This is an optimization exercise on Yosys and OpenROAD, whose aim is small area and a short achievable clock period, not a production implementation.
RTL that was checked went through simulation tests only; none was proved equivalent to the original.
Only the layout flow was run in run 2; the RTL was not checked for function there.
Power figures rest on the tool's default switching activity, not on a simulated workload.

==> flow/design.v, too long to show whole: its modules and the start of the top module <==
// module vedicmult_16bit: 1602 lines
// module FA: 4 lines
// module XN2: 3 lines
// module OR2: 3 lines
// module X2: 3 lines
// module NR2: 3 lines
module vedicmult_16bit(input [15:0] a, b,
input clk, reset,
output reg [31:0] out);
  // ...
==> flow/flow/run.sh <==
#!/bin/bash
# Own layout flow: the standard ORFS flow (standard.sh), with the input and
# output port buffers made of plain buf_2 cells (the default picks a delay cell);
# the output buffers are then cut down to buf_1 before detailed placement.
set -euo pipefail
export BUFFER_PORTS_ARGS="-buffer_cell sky130_fd_sc_hd__buf_2"
export PRE_FLOORPLAN_TCL="$PWD/flow/pre_floorplan.tcl"
export PRE_DETAIL_PLACE_TCL="$PWD/flow/pre_detail_place.tcl"
bash standard.sh > standard.log 2>&1
==> flow/flow/pre_detail_place.tcl <==
# Output ports drive only the 10 fF pin load and have ample slack: their port
# buffers can be the smallest buffer.
set n 0
foreach inst [[ord::get_db_block] getInsts] {
  set m [[$inst getMaster] getName]
  set name [$inst getName]
  if { $m eq "sky130_fd_sc_hd__buf_2" && [string match "output*" $name] } {
    replace_cell [get_cells $name] sky130_fd_sc_hd__buf_1
    incr n
  }
}
puts "pre_detail_place: resized $n output buffers"
==> flow/flow/pre_floorplan.tcl <==
# Synthesis (abc) maps each Booth selector to an a22oi_2; the _1 cell is the
# same function in less area and easily drives the single gate it feeds.
set swaps {sky130_fd_sc_hd__a22oi_2 sky130_fd_sc_hd__a22oi_1}
set n 0
foreach inst [[ord::get_db_block] getInsts] {
  set m [[$inst getMaster] getName]
  if { [dict exists $swaps $m] } {
    replace_cell [get_cells [$inst getName]] [dict get $swaps $m]
    incr n
  }
}
puts "pre_floorplan: resized $n cells"
==> flow/standard.sh <==
#!/bin/bash
# synth_recipe.tcl (not shown) runs the flow's synth.tcl, then flattens the netlist and writes it again
# the make line also repeats each setting of config.mk as NAME=value (left out here)
make -C /OpenROAD-flow-scripts/flow DESIGN_CONFIG=/design/flow/config.mk WORK_HOME=/design/flow/orfs CLKGATE_MAP_FILE= SYNTH_SCRIPT=/design/flow/synth_recipe.tcl "${@:-finish}"
==> flow/config.mk <==
export PLATFORM = sky130hd
export DESIGN_NAME = vedicmult_16bit
export DESIGN_NICKNAME = vedicmult_16bit
export VERILOG_FILES = /design/flow/design.v
export SDC_FILE = /design/flow/constraint.sdc
export NUM_CORES = 4
export LEC_CHECK = 0
export CAP_MARGIN = 20
export CORE_MARGIN = 2
export CORE_UTILIZATION = 40
export CTS_BUF_LIST = sky130_fd_sc_hd__clkbuf_8 sky130_fd_sc_hd__clkbuf_16
export CTS_CLUSTER_DIAMETER = 200
export CTS_CLUSTER_SIZE = 32
export SLEW_MARGIN = 20
export SYNTH_HIERARCHICAL = 1
export SYNTH_MINIMUM_KEEP_SIZE = 0
==> flow/constraint.sdc <==
create_clock -name core_clock -period 17.0 [get_ports {clk}]
set_input_delay 3.4000 -clock core_clock [delete_from_list [all_inputs] [get_ports {clk}]]
set_output_delay 3.4000 -clock core_clock [all_outputs]
set_load 0.01 [all_outputs]
==> report_table.html, run 1 <==
<table>
<tr><th>Metric</th><th>Value</th></tr>
<tr><th colspan="2">Flow run</th></tr>
<tr><td>Number of violations of the max-capacitance limit</td><td>0</td></tr>
<tr><th colspan="2">CTS</th></tr>
<tr><td>CTS clk-pin slew, worst paths</td><td>approximately 0.05 ns</td></tr>
<tr><td>Resized Gates After CTS</td><td>0</td></tr>
<tr><td>Root Buffer Master</td><td>sky130_fd_sc_hd__clkbuf_16</td></tr>
<tr><th colspan="2">Die</th></tr>
<tr><td>Floorplan die width</td><td>about 140 um</td></tr>
<tr><td>Num tapcells</td><td>~230</td></tr>
<tr><td>Initial standard-cell utilization of the core</td><td>about 40%</td></tr>
<tr><th colspan="2">Setup path</th></tr>
<tr><td>Launching instance or port of the critical path</td><td>b[4]</td></tr>
<tr><td>Cell-by-cell listing of the critical path</td><td>buf_2, nand2_1, fa_1, fa_1, fa_1, fa_1, fa_1, fa_1, xor2_1, a21oi_1, o21a_1, nor2_1, nor3_4, o31ai_4, a311oi_2, o31ai_1, xnor2_1, nor2b_1</td></tr>
<tr><td>Most prevalent standard cell on the critical path</td><td>sky130_fd_sc_hd__fa_1</td></tr>
<tr><td>Slowest stage cell, crit path</td><td>sky130_fd_sc_hd__fa_1</td></tr>
<tr><th colspan="2">Detailed routing</th></tr>
<tr><td>Detailed-route via count</td><td>roughly 5300</td></tr>
<tr><td>Vias per std cell</td><td>between 5 and 6</td></tr>
<tr><td>Initial DRC count</td><td>about 260</td></tr>
<tr><td>Top layer used by detailed routing</td><td>met4</td></tr>
<tr><th colspan="2">Final layout</th></tr>
<tr><td>Register with the highest flop count</td><td>out</td></tr>
<tr><td>Final non-clock buffer share</td><td>under 10%</td></tr>
<tr><td>Flip-flop count of the largest register after layout</td><td>32</td></tr>
<tr><td>Clk cell area share</td><td>approximately 2%</td></tr>
<tr><td>Fill cell instance count of the final layout</td><td>~1800</td></tr>
<tr><td>Commonest cells after routing, fill and taps aside</td><td>261 x sky130_fd_sc_hd__nand2_1, 197 x sky130_fd_sc_hd__fa_1, 44 x sky130_fd_sc_hd__xnor2_1, 34 x sky130_fd_sc_hd__nor2b_1, 33 x sky130_fd_sc_hd__buf_2</td></tr>
<tr><td>Fraction of layout instances using a drive strength above 1</td><td>6.63%</td></tr>
<tr><td>Number of clock buffers in the layout</td><td>7</td></tr>
<tr><th colspan="2">Power</th></tr>
<tr><td>Power share of the sequential group</td><td>7.6%</td></tr>
<tr><td>Combinational logic power</td><td>1370 uW</td></tr>
<tr><td>Power drawn by the clock network</td><td>91.8 uW</td></tr>
<tr><td>Cell internal power dissipation</td><td>798 uW</td></tr>
<tr><th colspan="2">Synth</th></tr>
<tr><td>Largest family of logic cells by synthesized area</td><td>adder cells</td></tr>
<tr><td>Most instantiated flip-flop cell in the synthesis netlist</td><td>sky130_fd_sc_hd__dfxtp_1</td></tr>
<tr><td>Simple-gate share of the synthesized area</td><td>20.4%</td></tr>
<tr><td>Number of flops mapped to enable cells by yosys</td><td>0</td></tr>
<tr><td>Mux cell area share after synthesis</td><td>0%</td></tr>
<tr><th colspan="2">Placement</th></tr>
<tr><td>Post-DP HPWL</td><td>14500 um</td></tr>
<tr><th colspan="2">Status</th></tr>
<tr><td>Outcome</td><td>timing/DRC/antenna clean</td></tr>
<tr><th colspan="2">STA</th></tr>
<tr><td>Final Slew Violations</td><td>0</td></tr>
</table>
==> run 2: changes to the inputs <==
--- a/flow/design.v
+++ b/flow/design.v
@@ -831,76 +831,44 @@
 wire g572;
 wire p573;
 wire g574;
 wire p575;
 wire g576;
 wire p577;
 wire g578;
 wire p579;
-wire g580;
-wire p581;
-wire g582;
-wire p583;
-wire g584;
-wire p585;
-wire g586;
-wire p587;
-wire g588;
-wire p589;
-wire g590;
-wire p591;
-wire g592;
-wire p593;
-wire g594;
-wire p595;
-wire g596;
-wire p597;
-wire g598;
-wire p599;
-wire g600;
-wire p601;
-wire g602;
-wire p603;
-wire g604;
-wire p605;
-wire g606;
-wire p607;
-wire g608;
-wire p609;
-wire g610;
-wire p611;
-wire o612;
-wire o613;
-wire o614;
-wire o615;
-wire o616;
-wire o617;
-wire o618;
-wire o619;
-wire o620;
-wire o621;
-wire o622;
-wire o623;
-wire o624;
-wire o625;
-wire o626;
-wire o627;
-wire o628;
-wire o629;
-wire o630;
-wire o631;
-wire o632;
-wire o633;
-wire o634;
-wire o635;
-wire o636;
-wire o637;
-wire o638;
-wire o639;
+wire o580;
+wire o581;
+wire o582;
+wire o583;
+wire o584;
+wire o585;
+wire o586;
+wire o587;
+wire o588;
+wire o589;
+wire o590;
+wire o591;
+wire o592;
+wire o593;
+wire o594;
+wire o595;
+wire o596;
+wire o597;
+wire o598;
+wire o599;
+wire o600;
+wire o601;
+wire o602;
+wire o603;
+wire o604;
+wire o605;
+wire o606;
+wire o607;
 assign pp0_0 = ~(a[0] & b[0]);
 assign pp0_1 = ~(a[1] & b[0]);
 assign pp0_2 = ~(a[2] & b[0]);
 assign pp0_3 = ~(a[3] & b[0]);
 assign pp0_4 = ~(a[4] & b[0]);
 assign pp0_5 = ~(a[5] & b[0]);
 assign pp0_6 = ~(a[6] & b[0]);
 assign pp0_7 = ~(a[7] & b[0]);
@@ -1461,145 +1429,113 @@
 assign g504 = g470 | (p471 & g468);
 assign p505 = p471 & p469;
 assign g506 = g474 | (p475 & g472);
 assign p507 = p475 & p473;
 assign g508 = g478 | (p479 & g476);
 assign p509 = p479 & p477;
 assign g510 = 1'b0 | (p482 & g480);
 assign p511 = p482 & p481;
-assign g512 = g432 | (p433 & g484);
-assign p513 = p433 & p485;
-assign g514 = g486 | (p487 & g484);
-assign p515 = p487 & p485;
-assign g516 = g440 | (p441 & g488);
-assign p517 = p441 & p489;
-assign g518 = g490 | (p491 & g488);
-assign p519 = p491 & p489;
-assign g520 = g448 | (p449 & g492);
-assign p521 = p449 & p493;
-assign g522 = g494 | (p495 & g492);
-assign p523 = p495 & p493;
-assign g524 = g456 | (p457 & g496);
-assign p525 = p457 & p497;
-assign g526 = g498 | (p499 & g496);
-assign p527 = p499 & p497;
-assign g528 = g464 | (p465 & g500);
-assign p529 = p465 & p501;
-assign g530 = g502 | (p503 & g500);
-assign p531 = p503 & p501;
-assign g532 = g472 | (p473 & g504);
-assign p533 = p473 & p505;
-assign g534 = g506 | (p507 & g504);
-assign p535 = p507 & p505;
-assign g536 = g480 | (p481 & g508);
-assign p537 = p481 & p509;
-assign g538 = g510 | (p511 & g508);
-assign p539 = p511 & p509;
-assign g540 = g436 | (p437 & g514);
-assign p541 = p437 & p515;
-assign g542 = g488 | (p489 & g514);
-assign p543 = p489 & p515;
-assign g544 = g516 | (p517 & g514);
-assign p545 = p517 & p515;
-assign g546 = g518 | (p519 & g514);
-assign p547 = p519 & p515;
-assign g548 = g452 | (p453 & g522);
-assign p549 = p453 & p523;
-assign g550 = g496 | (p497 & g522);
-assign p551 = p497 & p523;
-assign g552 = g524 | (p525 & g522);
-assign p553 = p525 & p523;
-assign g554 = g526 | (p527 & g522);
-assign p555 = p527 & p523;
-assign g556 = g468 | (p469 & g530);
-assign p557 = p469 & p531;
-assign g558 = g504 | (p505 & g530);
-assign p559 = p505 & p531;
-assign g560 = g532 | (p533 & g530);
-assign p561 = p533 & p531;
-assign g562 = g534 | (p535 & g530);
-assign p563 = p535 & p531;
-assign g564 = g444 | (p445 & g546);
-assign p565 = p445 & p547;
-assign g566 = g492 | (p493 & g546);
-assign p567 = p493 & p547;
-assign g568 = g520 | (p521 & g546);
-assign p569 = p521 & p547;
-assign g570 = g522 | (p523 & g546);
-assign p571 = p523 & p547;
-assign g572 = g548 | (p549 & g546);
-assign p573 = p549 & p547;
-assign g574 = g550 | (p551 & g546);
-assign p575 = p551 & p547;
-assign g576 = g552 | (p553 & g546);
-assign p577 = p553 & p547;
-assign g578 = g554 | (p555 & g546);
-assign p579 = p555 & p547;
-assign g580 = g476 | (p477 & g562);
-assign p581 = p477 & p563;
-assign g582 = g508 | (p509 & g562);
-assign p583 = p509 & p563;
-assign g584 = g536 | (p537 & g562);
-assign p585 = p537 & p563;
-assign g586 = g538 | (p539 & g562);
-assign p587 = p539 & p563;
-assign g588 = g460 | (p461 & g578);
-assign p589 = p461 & p579;
-assign g590 = g500 | (p501 & g578);
-assign p591 = p501 & p579;
-assign g592 = g528 | (p529 & g578);
-assign p593 = p529 & p579;
-assign g594 = g530 | (p531 & g578);
-assign p595 = p531 & p579;
-assign g596 = g556 | (p557 & g578);
-assign p597 = p557 & p579;
-assign g598 = g558 | (p559 & g578);
-assign p599 = p559 & p579;
-assign g600 = g560 | (p561 & g578);
-assign p601 = p561 & p579;
-assign g602 = g562 | (p563 & g578);
-assign p603 = p563 & p579;
-assign g604 = g580 | (p581 & g578);
-assign p605 = p581 & p579;
-assign g606 = g582 | (p583 & g578);
-assign p607 = p583 & p579;
-assign g608 = g584 | (p585 & g578);
-assign p609 = p585 & p579;
-assign g610 = g586 | (p587 & g578);
-assign p611 = p587 & p579;
-XN2 u_o612 (.x(p429), .y(ci427), .o(o612));
-XN2 u_o613 (.x(p431), .y(g483), .o(o613));
-XN2 u_o614 (.x(p433), .y(g484), .o(o614));
-XN2 u_o615 (.x(p435), .y(g512), .o(o615));
-XN2 u_o616 (.x(p437), .y(g514), .o(o616));
-XN2 u_o617 (.x(p439), .y(g540), .o(o617));
-XN2 u_o618 (.x(p441), .y(g542), .o(o618));
-XN2 u_o619 (.x(p443), .y(g544), .o(o619));
-XN2 u_o620 (.x(p445), .y(g546), .o(o620));
-XN2 u_o621 (.x(p447), .y(g564), .o(o621));
-XN2 u_o622 (.x(p449), .y(g566), .o(o622));
-XN2 u_o623 (.x(p451), .y(g568), .o(o623));
-XN2 u_o624 (.x(p453), .y(g570), .o(o624));
-XN2 u_o625 (.x(p455), .y(g572), .o(o625));
-XN2 u_o626 (.x(p457), .y(g574), .o(o626));
-XN2 u_o627 (.x(p459), .y(g576), .o(o627));
-XN2 u_o628 (.x(p461), .y(g578), .o(o628));
-XN2 u_o629 (.x(p463), .y(g588), .o(o629));
-XN2 u_o630 (.x(p465), .y(g590), .o(o630));
-XN2 u_o631 (.x(p467), .y(g592), .o(o631));
-XN2 u_o632 (.x(p469), .y(g594), .o(o632));
-XN2 u_o633 (.x(p471), .y(g596), .o(o633));
-XN2 u_o634 (.x(p473), .y(g598), .o(o634));
-XN2 u_o635 (.x(p475), .y(g600), .o(o635));
-XN2 u_o636 (.x(p477), .y(g602), .o(o636));
-XN2 u_o637 (.x(p479), .y(g604), .o(o637));
-XN2 u_o638 (.x(p481), .y(g606), .o(o638));
-XN2 u_o639 (.x(p482), .y(g608), .o(o639));
-wire [31:0] prod = {~o639, ~o638, ~o637, ~o636, ~o635, ~o634, ~o633, ~o632, ~o631, ~o630, ~o629, ~o628, ~o627, ~o626, ~o625, ~o624, ~o623, ~o622, ~o621, ~o620, ~o619, ~o618, ~o617, ~o616, ~o615, ~o614, ~o613, ~o612, ~s425, ~s423, ~s421, ~pp0_0};
+assign g512 = g486 | (p487 & g484);
+assign p513 = p487 & p485;
+assign g514 = g490 | (p491 & g488);
+assign p515 = p491 & p489;
+assign g516 = g494 | (p495 & g492);
+assign p517 = p495 & p493;
+assign g518 = g498 | (p499 & g496);
+assign p519 = p499 & p497;
+assign g520 = g502 | (p503 & g500);
+assign p521 = p503 & p501;
+assign g522 = g506 | (p507 & g504);
+assign p523 = p507 & p505;
+assign g524 = g510 | (p511 & g508);
+assign p525 = p511 & p509;
+assign g526 = g514 | (p515 & g512);
+assign p527 = p515 & p513;
+assign g528 = g518 | (p519 & g516);
+assign p529 = p519 & p517;
+assign g530 = g522 | (p523 & g520);
+assign p531 = p523 & p521;
+assign g532 = g528 | (p529 & g526);
+assign p533 = p529 & p527;
+assign g534 = g530 | (p531 & g532);
+assign p535 = p531 & p533;
+assign g536 = g516 | (p517 & g526);
+assign p537 = p517 & p527;
+assign g538 = g520 | (p521 & g532);
+assign p539 = p521 & p533;
+assign g540 = g524 | (p525 & g534);
+assign p541 = p525 & p535;
+assign g542 = g488 | (p489 & g512);
+assign p543 = p489 & p513;
+assign g544 = g492 | (p493 & g526);
+assign p545 = p493 & p527;
+assign g546 = g496 | (p497 & g536);
+assign p547 = p497 & p537;
+assign g548 = g500 | (p501 & g532);
+assign p549 = p501 & p533;
+assign g550 = g504 | (p505 & g538);
+assign p551 = p505 & p539;
+assign g552 = g508 | (p509 & g534);
+assign p553 = p509 & p535;
+assign g554 = g432 | (p433 & g484);
+assign p555 = p433 & p485;
+assign g556 = g436 | (p437 & g512);
+assign p557 = p437 & p513;
+assign g558 = g440 | (p441 & g542);
+assign p559 = p441 & p543;
+assign g560 = g444 | (p445 & g526);
+assign p561 = p445 & p527;
+assign g562 = g448 | (p449 & g544);
+assign p563 = p449 & p545;
+assign g564 = g452 | (p453 & g536);
+assign p565 = p453 & p537;
+assign g566 = g456 | (p457 & g546);
+assign p567 = p457 & p547;
+assign g568 = g460 | (p461 & g532);
+assign p569 = p461 & p533;
+assign g570 = g464 | (p465 & g548);
+assign p571 = p465 & p549;
+assign g572 = g468 | (p469 & g538);
+assign p573 = p469 & p539;
+assign g574 = g472 | (p473 & g550);
+assign p575 = p473 & p551;
+assign g576 = g476 | (p477 & g534);
+assign p577 = p477 & p535;
+assign g578 = g480 | (p481 & g552);
+assign p579 = p481 & p553;
+XN2 u_o580 (.x(p429), .y(ci427), .o(o580));
+XN2 u_o581 (.x(p431), .y(g483), .o(o581));
+XN2 u_o582 (.x(p433), .y(g484), .o(o582));
+XN2 u_o583 (.x(p435), .y(g554), .o(o583));
+XN2 u_o584 (.x(p437), .y(g512), .o(o584));
+XN2 u_o585 (.x(p439), .y(g556), .o(o585));
+XN2 u_o586 (.x(p441), .y(g542), .o(o586));
+XN2 u_o587 (.x(p443), .y(g558), .o(o587));
+XN2 u_o588 (.x(p445), .y(g526), .o(o588));
+XN2 u_o589 (.x(p447), .y(g560), .o(o589));
+XN2 u_o590 (.x(p449), .y(g544), .o(o590));
+XN2 u_o591 (.x(p451), .y(g562), .o(o591));
+XN2 u_o592 (.x(p453), .y(g536), .o(o592));
+XN2 u_o593 (.x(p455), .y(g564), .o(o593));
+XN2 u_o594 (.x(p457), .y(g546), .o(o594));
+XN2 u_o595 (.x(p459), .y(g566), .o(o595));
+XN2 u_o596 (.x(p461), .y(g532), .o(o596));
+XN2 u_o597 (.x(p463), .y(g568), .o(o597));
+XN2 u_o598 (.x(p465), .y(g548), .o(o598));
+XN2 u_o599 (.x(p467), .y(g570), .o(o599));
+XN2 u_o600 (.x(p469), .y(g538), .o(o600));
+XN2 u_o601 (.x(p471), .y(g572), .o(o601));
+XN2 u_o602 (.x(p473), .y(g550), .o(o602));
+XN2 u_o603 (.x(p475), .y(g574), .o(o603));
+XN2 u_o604 (.x(p477), .y(g534), .o(o604));
+XN2 u_o605 (.x(p479), .y(g576), .o(o605));
+XN2 u_o606 (.x(p481), .y(g552), .o(o606));
+XN2 u_o607 (.x(p482), .y(g578), .o(o607));
+wire [31:0] prod = {~o607, ~o606, ~o605, ~o604, ~o603, ~o602, ~o601, ~o600, ~o599, ~o598, ~o597, ~o596, ~o595, ~o594, ~o593, ~o592, ~o591, ~o590, ~o589, ~o588, ~o587, ~o586, ~o585, ~o584, ~o583, ~o582, ~o581, ~o580, ~s425, ~s423, ~s421, ~pp0_0};
 always @(posedge clk) begin
   if (reset) out <= prod;
   else out <= 32'd0;
 end
 endmodule
 module FA(input x, y, z, output s, c);
 assign s = x ^ y ^ z;
 assign c = (x & y) | (x & z) | (y & z);
==> flow/flow/run.sh (replaced) <==
#!/bin/bash
# Own layout flow: the standard ORFS flow (standard.sh), with the input and
# output port buffers made of plain buf_2 cells (the default picks a delay cell).
set -euo pipefail
export BUFFER_PORTS_ARGS="-buffer_cell sky130_fd_sc_hd__buf_2"
export PRE_FLOORPLAN_TCL="$PWD/flow/pre_floorplan.tcl"
bash standard.sh > standard.log 2>&1
==> flow/config.mk (replaced) <==
export PLATFORM = sky130hd
export DESIGN_NAME = vedicmult_16bit
export DESIGN_NICKNAME = vedicmult_16bit
export VERILOG_FILES = /design/flow/design.v
export SDC_FILE = /design/flow/constraint.sdc
export NUM_CORES = 4
export LEC_CHECK = 0
export CAP_MARGIN = 20
export CORE_MARGIN = 2
export CORE_UTILIZATION = 40
export CTS_BUF_LIST = sky130_fd_sc_hd__clkbuf_4 sky130_fd_sc_hd__clkbuf_8
export SLEW_MARGIN = 20
export SYNTH_HIERARCHICAL = 1
export SYNTH_MINIMUM_KEEP_SIZE = 0
removed: flow/flow/pre_detail_place.tcl
==> report_table.html, run 2 <==
<table>
<tr><th>Metric</th><th>Value</th></tr>
<tr><th colspan="2">Detailed routing</th></tr>
<tr><td>Detailed-route via count</td><td>5303 (was 5275)</td></tr>
<tr><td>Wire length reported by the detailed router</td><td>18600 um (was 18800 um)</td></tr>
<tr><td>Antenna-violating nets left</td><td>0 (unchanged)</td></tr>
<tr><td>Initial DRC count</td><td>305 (was 262)</td></tr>
<tr><td>Vias per std cell</td><td>5.27 (was 5.29)</td></tr>
<tr><td>Detailed-routing iteration count for the pre-antenna-repair pass</td><td>5 (unchanged)</td></tr>
<tr><td>Count of unresolved DRC violations after routing</td><td>0 (unchanged)</td></tr>
<tr><td>Routed wirelength normalized by instance count</td><td>18.5 um (was 18.8 um)</td></tr>
<tr><th colspan="2">Synth</th></tr>
<tr><td>Gate count after technology mapping</td><td>768 (was 762)</td></tr>
<tr><td>Number of flops mapped to enable cells by yosys</td><td>0 (unchanged)</td></tr>
<tr><td>Count of yosys warnings during synthesis</td><td>7 (unchanged)</td></tr>
<tr><td>Most numerous cell types in the synthesized netlist</td><td>261 x sky130_fd_sc_hd__nand2_1, 197 x sky130_fd_sc_hd__fa_1, 65 x sky130_fd_sc_hd__clkbuf_1 (unchanged)</td></tr>
<tr><td>Fraction of post-synthesis cell area in the top cell type by area</td><td>54.3% (was 54.2%)</td></tr>
<tr><td>Avg Synthesized Cell Area</td><td>9.45 um^2 (was 9.55 um^2)</td></tr>
<tr><td>Post-synth ARST share</td><td>0% (unchanged)</td></tr>
<tr><td>Synthesized area</td><td>7260 um^2 (was 7280 um^2)</td></tr>
<tr><td>Most instantiated flip-flop cell in the synthesis netlist</td><td>sky130_fd_sc_hd__dfxtp_1 (unchanged)</td></tr>
<tr><td>Main area contributors after synthesis</td><td>sky130_fd_sc_hd__fa_1 54%, sky130_fd_sc_hd__nand2_1 13%, sky130_fd_sc_hd__dfxtp_1 8.8% (unchanged)</td></tr>
<tr><td>Cell with the most instances after synthesis</td><td>sky130_fd_sc_hd__nand2_1 (unchanged)</td></tr>
<tr><td>Leading area contributor after synthesis</td><td>sky130_fd_sc_hd__fa_1 (unchanged)</td></tr>
<tr><td>Sequential fraction of the synthesis area</td><td>8.82% (was 8.80%)</td></tr>
<tr><td>Unique masters post-synth</td><td>29 (was 35)</td></tr>
<tr><td>Number of nets produced by synthesis</td><td>999 (was 993)</td></tr>
<tr><td>Synthesized flop and latch total</td><td>32 (unchanged)</td></tr>
<tr><th colspan="2">Setup path</th></tr>
<tr><td>Launching instance or port of the critical path</td><td>b[3] (was b[4])</td></tr>
<tr><td>Largest delay contributor family on the critical path</td><td>adder cells (unchanged)</td></tr>
<tr><td>Critical path capture point type</td><td>register (unchanged)</td></tr>
<tr><td>Most prevalent standard cell on the critical path</td><td>sky130_fd_sc_hd__fa_1 (unchanged)</td></tr>
<tr><td>Cell-by-cell listing of the critical path</td><td>buf_2, nand2_1, fa_1, fa_1, fa_1, fa_1, fa_1, fa_1, xor2_1, and4_1, a221o_1, and2_1, a21oi_1, a311oi_1, a21o_1, xnor2_1, nor2b_1 (was buf_2, nand2_1, fa_1, fa_1, fa_1, fa_1, fa_1, fa_1, xor2_1, a21oi_1, o21a_1, nor2_1, nor3_4, o31ai_4, a311oi_2, o31ai_1, xnor2_1, nor2b_1)</td></tr>
<tr><td>Launching element type of the critical path</td><td>primary input (unchanged)</td></tr>
<tr><td>Critical setup path kind</td><td>in -&gt; reg (unchanged)</td></tr>
<tr><td>Data arrival, critical path</td><td>8.70 ns (was 8.60 ns)</td></tr>
<tr><td>Largest fanout on the critical path</td><td>16 (unchanged)</td></tr>
<tr><td>Slowest stage cell, crit path</td><td>sky130_fd_sc_hd__fa_1 (unchanged)</td></tr>
<tr><td>Data required, critical path</td><td>17.17 ns (was 17.22 ns)</td></tr>
<tr><td>Stage delay of the slowest cell on the critical path</td><td>0.58 ns (was 0.60 ns)</td></tr>
<tr><td>Number of buffer and inverter instances along the worst setup path</td><td>1 (unchanged)</td></tr>
<tr><th colspan="2">Die</th></tr>
<tr><td>Number of rows in the core area</td><td>49 (unchanged)</td></tr>
<tr><td>Top-level I/O count</td><td>66 (unchanged)</td></tr>
<tr><td>Full die area</td><td>19200 um^2 (was 19300 um^2)</td></tr>
<tr><td>Floorplan die width</td><td>139 um (about the same)</td></tr>
<tr><td>Initial standard-cell utilization of the core</td><td>40.6% (was 40.7%)</td></tr>
<tr><td>Die height</td><td>139 um (about the same)</td></tr>
<tr><td>Core box area</td><td>17900 um^2 (unchanged)</td></tr>
<tr><th colspan="2">CTS</th></tr>
<tr><td>Resized Gates After CTS</td><td>0 (unchanged)</td></tr>
<tr><td>Number of hold buffers added after cts</td><td>0 (unchanged)</td></tr>
<tr><td>CTS tree</td><td>built (unchanged)</td></tr>
<tr><td>Sinks on the clock net</td><td>32 (unchanged)</td></tr>
<tr><td>Buffer depth of the longest clock path</td><td>2 (unchanged)</td></tr>
<tr><td>Buffers inserted during post-CTS setup optimization</td><td>0 (unchanged)</td></tr>
<tr><td>Root Buffer Master</td><td>sky130_fd_sc_hd__clkbuf_8 (was sky130_fd_sc_hd__clkbuf_16)</td></tr>
<tr><td>H-tree lvl count</td><td>2 (unchanged)</td></tr>
<tr><td>Number of buffers created by CTS</td><td>5 (unchanged)</td></tr>
<tr><td>CTS clk-pin slew, worst paths</td><td>0.07 ns (was 0.05 ns)</td></tr>
<tr><th colspan="2">STA</th></tr>
<tr><td>Final Slew Violations</td><td>0 (unchanged)</td></tr>
<tr><td>Hold Fails Final Rpt</td><td>0 (unchanged)</td></tr>
<tr><td>Final period util</td><td>50.2% (was 49.3%)</td></tr>
<tr><td>Final number of setup-violating endpoints</td><td>0 (unchanged)</td></tr>
<tr><td>RSZ-0062 raised after global routing</td><td>false (unchanged)</td></tr>
<tr><td>Highest clock frequency the design can meet</td><td>0.117 GHz (was 0.119 GHz)</td></tr>
<tr><td>Final total negative setup slack</td><td>0 ns (unchanged)</td></tr>
<tr><td>Minimum clock period after layout</td><td>8.53 ns (was 8.38 ns)</td></tr>
<tr><th colspan="2">GRT</th></tr>
<tr><td>Largest net degree at the start of global routing</td><td>33 (unchanged)</td></tr>
<tr><td>Number of antenna violations at the first check in global routing</td><td>2 (was 0)</td></tr>
<tr><td>Global-route wire length before repair</td><td>30800 um (was 31700 um)</td></tr>
<tr><td>Total gr overflow</td><td>0 (unchanged)</td></tr>
<tr><td>Combined global-route utilization of all metal layers</td><td>20.5% (was 21.2%)</td></tr>
<tr><td>Vias in the first global route</td><td>5744 (was 6012)</td></tr>
<tr><th colspan="2">Final layout</th></tr>
<tr><td>Fill cell instance count of the final layout</td><td>1772 (was 1766)</td></tr>
<tr><td>Register with the highest flop count</td><td>out (unchanged)</td></tr>
<tr><td>Most common library cell in the layout ignoring fill and taps</td><td>sky130_fd_sc_hd__nand2_1 (unchanged)</td></tr>
<tr><td>Sequential Area</td><td>641 um^2 (unchanged)</td></tr>
<tr><td>Filler-free cell count of the finished design</td><td>1006 (was 998)</td></tr>
<tr><td>Largest registers</td><td>out (32) (unchanged)</td></tr>
<tr><td>Area of combinational cells with multiple inputs</td><td>6360 um^2 (was 6380 um^2)</td></tr>
<tr><td>Fraction of layout instances using a drive strength above 1</td><td>10.1% (was 6.63%)</td></tr>
<tr><td>Flip-flop count of the largest register after layout</td><td>32 (unchanged)</td></tr>
<tr><td>Post-route core utilization</td><td>43.2% (was 43.3%)</td></tr>
<tr><td>Layout area overhead</td><td>6.44% (was 6.60%)</td></tr>
<tr><td>Nets@finish</td><td>1006 (was 1000)</td></tr>
<tr><td>Commonest cells after routing, fill and taps aside</td><td>261 x sky130_fd_sc_hd__nand2_1, 197 x sky130_fd_sc_hd__fa_1, 65 x sky130_fd_sc_hd__buf_2, 44 x sky130_fd_sc_hd__xnor2_1, 33 x sky130_fd_sc_hd__nor2_1 (was 261 x sky130_fd_sc_hd__nand2_1, 197 x sky130_fd_sc_hd__fa_1, 44 x sky130_fd_sc_hd__xnor2_1, 34 x sky130_fd_sc_hd__nor2b_1, 33 x sky130_fd_sc_hd__buf_2)</td></tr>
<tr><th colspan="2">Power</th></tr>
<tr><td>Power density normalized to cell area</td><td>201 nW/um^2 (was 204 nW/um^2)</td></tr>
<tr><td>Combinational fraction of design power</td><td>88.2% (was 86.6%)</td></tr>
<tr><td>Final Total Pwr</td><td>1550 uW (was 1580 uW)</td></tr>
<tr><td>Peak supply drop</td><td>0.181 mV (was 0.152 mV)</td></tr>
<tr><td>Switching power summed over all nets</td><td>777 uW (was 785 uW)</td></tr>
<tr><td>Leakage</td><td>0.00288 uW (was 0.00273 uW)</td></tr>
<tr><td>Switch share</td><td>50.0% (was 49.6%)</td></tr>
<tr><td>Power share of the clock group</td><td>4.1% (was 5.8%)</td></tr>
<tr><td>Cell internal power dissipation</td><td>777 uW (was 798 uW)</td></tr>
<tr><td>Power share of the sequential group</td><td>7.7% (was 7.6%)</td></tr>
<tr><th colspan="2">Flow run</th></tr>
<tr><td>Number of violations of the max-capacitance limit</td><td>0 (unchanged)</td></tr>
<tr><th colspan="2">Placement</th></tr>
<tr><td>Buffers on Ports</td><td>65 (unchanged)</td></tr>
<tr><td>Final weighted congestion in routability-driven placement</td><td>0.825 (was 0.831)</td></tr>
<tr><td>Number of cells after detailed placement</td><td>997 (was 991)</td></tr>
<tr><td>Post-DP HPWL</td><td>14600 um (was 14500 um)</td></tr>
<tr><th colspan="2">Status</th></tr>
<tr><td>Outcome</td><td>timing/DRC/antenna clean (unchanged)</td></tr>
<tr><th colspan="2">Min path</th></tr>
<tr><td>Classification of the worst-slack hold path</td><td>in -&gt; reg (unchanged)</td></tr>
<tr><td>Hold Path Origin</td><td>reset (unchanged)</td></tr>
</table>
-- run 2: changes by cell type in the layout (fill, tap and decap cells not counted), sizes merged, moves of 3 or more --
cell	before	now
a21o	18	21
nor2	28	33
nor2b	34	31
a31o	1	5
-- run 2: path summary, 6_finish.rpt --
kind | end | slack, ns | cells past startpoint
max | out[30] | 8.47 | 17
min | out[3] | 3.57 | 2
-- run 2: modules after synthesis (local to each module, per instance) --
module,cell area (um^2),flip-flops and latches,cells inside
XN2,8.76,0,1
vedicmult_16bit,2490,32,457
X2,8.76,0,1
FA,20.0,0,1
NR2,3.75,0,1
OR2,6.26,0,1
-- run 2: logic make-up (layout without fill, tap and decap cells) --
| family | Yosys count | after routing | share of synthesized area (%) |
|---|---|---|---|
| AND/OR/NAND/NOR | 354 | 354 | 20.3 |
| flip-flops | 32 | 32 | 8.82 |
| buffers and inverters | 69 | 77 | 3.57 |
| XOR/XNOR | 71 | 71 | 8.56 |
| other | 1 | 2 | 0.0516 |
| adder cells (fa/ha/maj) | 197 | 197 | 54.3 |
| AO/OA/AOI/OAI | 44 | 44 | 4.34 |
-- run 2: power groups by stage --
stage | combinational, uW | sequential (uW) | clock [uW]
after floorplan | 1100 | 137 | 0
after global placement | 1370 | 122 | 0
after detailed placement | 1390 | 122 | 0
after CTS | 1390 | 120 | 66.7
after global routing | 1550 | 122 | 70.3
final | 1370 | 120 | 63.8
-- run 2: through the flow --
step	area [um^2]	worst slack, ns	hold slack (ns)
6_report	7730	8.47	3.57
5_1_grt	7730	8.17	3.59
4_1_cts	7730	8.48	3.56
3_5_place_dp	7630	8.18	3.79
3_3_place_gp	7630	8.27	3.79
2_1_floorplan	7260	8.26	3.53
-- run 2: area by class of cell --
| type | count | area share [%] |
|---|---|---|
| Multi-Input combinational cell | 667 | 82.3 |
| Tap cell | 229 | 3.71 |
| Timing Repair Buffer | 65 | 4.21 |
| Antenna cell | 1 | 0.0324 |
| Sequential cell | 32 | 8.29 |
| Inverter | 4 | 0.194 |
| Clock buffer | 8 | 1.26 |
-- run 2: routing by layer --
metal	GRT usage (%)	up-vias	part of all wire, %
met2	36.5	201	52
met4	6.06	2	2.7
met1	26.2	2742	39
li1	-	2327	-
met3	2.97	31	6.1
met5	0	-	0.059

==> static timing again, ports no longer ideal <==
Ports are ideal in the flow. The routed layouts listed here were re-timed in OpenROAD.
Step 1 sets driving cells, clkbuf_16 on the clock port and buf_2 on the other inputs (assumed; they add their load-dependent delay and slew).
Step 2 also shifts input and output timing later by t, the mid clock arrival at the registers, as if the neighbouring blocks saw the same clock.
a / b / c = ideal ports / drivers / drivers and shift; a / b = the first two.
run | t (ns) | setup WS [ns] | hold WS [ns] | worst setup path at the end | pins driven straight from the clock port
run 1 | 0.319 | 8.620 / 8.636 / 8.317 | 3.585 / 3.565 / 3.797 | input to register | 1
run 2 | 0.319 | 8.467 / 8.468 / 8.150 | 3.573 / 3.551 / 3.812 | input to register | 1
After both steps setup and hold are still met in every run listed. The setup slack of run 2, which loses most, moves by +0.001 ns with the drivers and by -0.317 ns with both steps.
